Context: an optimization exercise on an open-source flow, tuned for small area, a short achievable clock period and few clock cycles. The choices shown serve that exercise and are no tape-out recipe. RTL that was checked went through simulation tests only; none was proved equivalent to the original. No activity file was given, so power comes from the tool's default toggle rates.

== the baseline ==
==> flow/design.v <==
module interpolation (
    input           clk,
    input           RST,
    input           START,
    input   [5:0]   H0,
    input   [5:0]   V0,
    input   [3:0]   SW,
    input   [3:0]   SH,
    output          REN,
    input   [7:0]   R_DATA,
    output  [11:0]  ADDR,
    output  [7:0]   O_DATA,
    output          O_VALID
);
assign REN = 1'b0;
reg [5:0] h0;
reg [3:0] sw, sh;            
reg [5:0] rrow;              
reg [3:0] ryf;               
reg [3:0] rc;                
reg       rsub;              
reg [11:0] addr;
reg        a_vld, a_bot;     
reg [3:0]  a_yr;
reg        r_top, r_last;    
reg [7:0] T, B;
reg [3:0] c_yr;
reg       cfull;
reg [7:0] N;
reg       nv;
reg [1:0] cnt;               
reg        active, loaded;
reg [4:0]  oj, oi;            
reg [3:0]  xq;                
reg [7:0]  vl, vu;
reg [7:0]  odata;
reg        ovalid;
assign ADDR = addr;
assign O_DATA = odata;
assign O_VALID = ovalid;
function [7:0] lerp;
    input [7:0] a, b;
    input [3:0] r;
    reg [11:0] s;
    begin
        s = {4'd0, a}
          + {4'd0, r[0] ? b : a}
          + {3'd0, r[1] ? b : a, 1'b0}
          + {2'd0, r[2] ? b : a, 2'b0}
          + {1'd0, r[3] ? b : a, 3'b0};
        lerp = s[11:4];
    end
endfunction
wire [7:0] vcol = lerp(T, B, c_yr);
wire       row_end = (oj == 5'b11000);
wire [4:0] xdif = {1'b0, xq} - {1'b0, sw};
wire       pop_next = row_end | xdif[4];
wire       avail = nv | cfull;
wire       produce = active & loaded;
wire       want = active & (~loaded | (pop_next & ~(row_end & (oi == 5'b11000))));
wire       take = want & avail;
wire [7:0] src = nv ? N : vcol;
wire       issue = rsub | (cnt != 2'd2) | take;
wire       col_done = rsub | (ryf == 4'd0);
wire [4:0] ysum = {1'b0, ryf} + {1'b0, sh};
always @(posedge clk) begin
    addr <= {rrow + {5'd0, rsub}, h0 + {2'd0, rc}};
    a_yr <= ryf;
    a_bot <= rsub;
    odata <= lerp(vu, vl, xq);
    if (r_top)
        T <= R_DATA;
    if (r_last)
        B <= R_DATA;
    if (a_vld & a_bot)
        c_yr <= a_yr;
    if (take) begin
        vl <= vu;
        vu <= src;
    end
    if (nv ? take : ~take)
        N <= vcol;
    if (START) begin
        h0 <= H0;
        sw <= SW - 4'd1;
        sh <= SH - 4'd1;
    end
end
always @(posedge clk) begin
    if (START) begin
        rrow <= V0;
        ryf <= 4'd0;
        rc <= 4'd0;
        rsub <= 1'b0;
        a_vld <= 1'b0;
        r_top <= 1'b0;
        r_last <= 1'b0;
        cfull <= 1'b0;
        nv <= 1'b0;
        cnt <= 2'd0;
        active <= 1'b1;
        loaded <= 1'b0;
        oj <= 5'd1;
        oi <= 5'd1;
        xq <= 4'd0;
        ovalid <= 1'b0;
    end else begin
        a_vld <= issue;
        r_top <= a_vld & ~a_bot;
        r_last <= a_vld & (a_bot | (a_yr == 4'd0));
        if (issue) begin
            if (col_done) begin
                rsub <= 1'b0;
                if (rc == sw) begin
                    rc <= 4'd0;
                    ryf <= ysum[3:0];
                    rrow <= rrow + {5'd0, ysum[4]};
                end else begin
                    rc <= rc + 4'd1;
                end
            end else begin
                rsub <= 1'b1;
            end
        end
        cnt <= cnt + {1'b0, issue & ~rsub} - {1'b0, take};
        if (take)
            nv <= nv & cfull;
        else if (cfull)
            nv <= 1'b1;
        cfull <= r_last | (cfull & nv & ~take);
        ovalid <= produce;
        if (produce) begin
            if (row_end) begin
                oj <= 5'd1;
                xq <= 4'd0;
                oi <= {oi[3:0], oi[4] ^ oi[2]};
                if (oi == 5'b11000)
                    active <= 1'b0;
            end else begin
                oj <= {oj[3:0], oj[4] ^ oj[2]};
                xq <= xdif[3:0];
            end
            loaded <= ~pop_next | take;
        end else if (take) begin
            loaded <= 1'b1;
        end
        if (RST)
            active <= 1'b0;
    end
end
endmodule
export LEC_CHECK = 0
export CAP_MARGIN = 20
export CORE_MARGIN = 2
export CORE_UTILIZATION = 40
export SLEW_MARGIN = 60
create_clock -name core_clock -period 32.0 [get_ports {clk}]
standard.sh (not shown) runs the stock make flow with config.mk's settings and CLKGATE_MAP_FILE= SYNTH_SCRIPT=/design/flow/synth_recipe.tcl, a recipe that flattens the netlist after the stock synthesis.
==> flow/flow/run.sh <==
#!/bin/bash
# Standard ORFS flow with buf_2 port buffers and a clock tree of clkbuf_8
# cells. The make output goes to flow_make.log here; ORFS logs each tool
# under orfs/logs/.
set -euo pipefail
export BUFFER_PORTS_ARGS="-buffer_cell sky130_fd_sc_hd__buf_2"
export CTS_ARGS="-sink_clustering_enable -repair_clock_nets -buf_list sky130_fd_sc_hd__clkbuf_8"
bash standard.sh > flow_make.log 2>&1
No stage failed in the baseline, and the final checks on the layout all came back clean.
Setup changes, the baseline to the candidate
-- flow/design.v --
<<< the baseline, line 42
    input [7:0] a, b;
    input [3:0] r;
    reg [11:0] s;
    begin
        s = {4'd0, a}
          + {4'd0, r[0] ? b : a}
          + {3'd0, r[1] ? b : a, 1'b0}
          + {2'd0, r[2] ? b : a, 2'b0}
          + {1'd0, r[3] ? b : a, 3'b0};
        lerp = s[11:4];
    end
>>> the candidate, line 42
    input [7:0] a, b;
    input [3:0] r;
    reg [11:0] x0, x1, x2, x3, x4, s1, c1, s2, c2, s;
    begin
        x0 = {4'd0, a};
        x1 = {4'd0, r[0] ? b : a};
        x2 = {3'd0, r[1] ? b : a, 1'b0};
        x3 = {2'd0, r[2] ? b : a, 2'b0};
        x4 = {1'd0, r[3] ? b : a, 3'b0};
        s1 = x0 ^ x1 ^ x2;
        c1 = ((x0 & x1) | (x0 & x2) | (x1 & x2)) << 1;
        s2 = s1 ^ c1 ^ x3;
        c2 = ((s1 & c1) | (s1 & x3) | (c1 & x3)) << 1;
        s = s2 + c2 + x4;
        lerp = s[11:4];
    end
==> comparison <==
The candidate ended with less final critical-path share of the clock period than the baseline.
The candidate | stages: all done | timing, DRC, antenna: all pass
Parity-gate share of the synthesized area counting xor and xnor cells of the candidate is on par with the baseline.
The run showing the greater smallest setup slack after layout is the candidate.
Between the baseline and the candidate, the difference in proportion of final cell area spent on non-clock buffers is negligible.
| mean routed wirelength per cell | the candidate vs the baseline | ≈ equal |
| detailed-route wire length on metal 1 | higher: the candidate |
Delta (the candidate minus the baseline): power of the combinational group dropped 12%; switching power summed over all nets dropped 12%; total power dropped 9.9%.
The candidate vs. the baseline: met1 global-route usage moved up, sequential share of cell area moved up.
Testbench counts of the candidate, summed over its fixed seeds: cycles 87,218.
Only the layout flow was run in the baseline; the RTL was not checked for function there.

separate check: timing with driven ports:
No port has a modelled driver above. Below, the same layouts with a new extraction and two added sets of constraints. Step 1 assumes that a clkbuf_16 drives the clock port and a buf_2 every other input. Step 2 also shifts input and output timing later by t, the mid clock arrival at the registers, as if the neighbouring blocks saw the same clock. a / b / c = no drivers / after step 1 / after step 2; a / b = the first two.
run	shift t [ns]	setup slack, ns	worst setup path after step 2	slew at the worst register clock pin (ns)	worst slew at a driven data input, ns
the baseline	0.480	24.644 / 24.608 / 24.448	input to register	0.08 / 0.08	0.04
the candidate	0.467	24.726 / 24.692 / 24.540	input to register	0.08 / 0.08	0.04
After both steps setup and hold are still met in every run listed. The setup slack of the baseline, which loses most, moves by -0.036 ns with the drivers and by -0.196 ns with both steps.
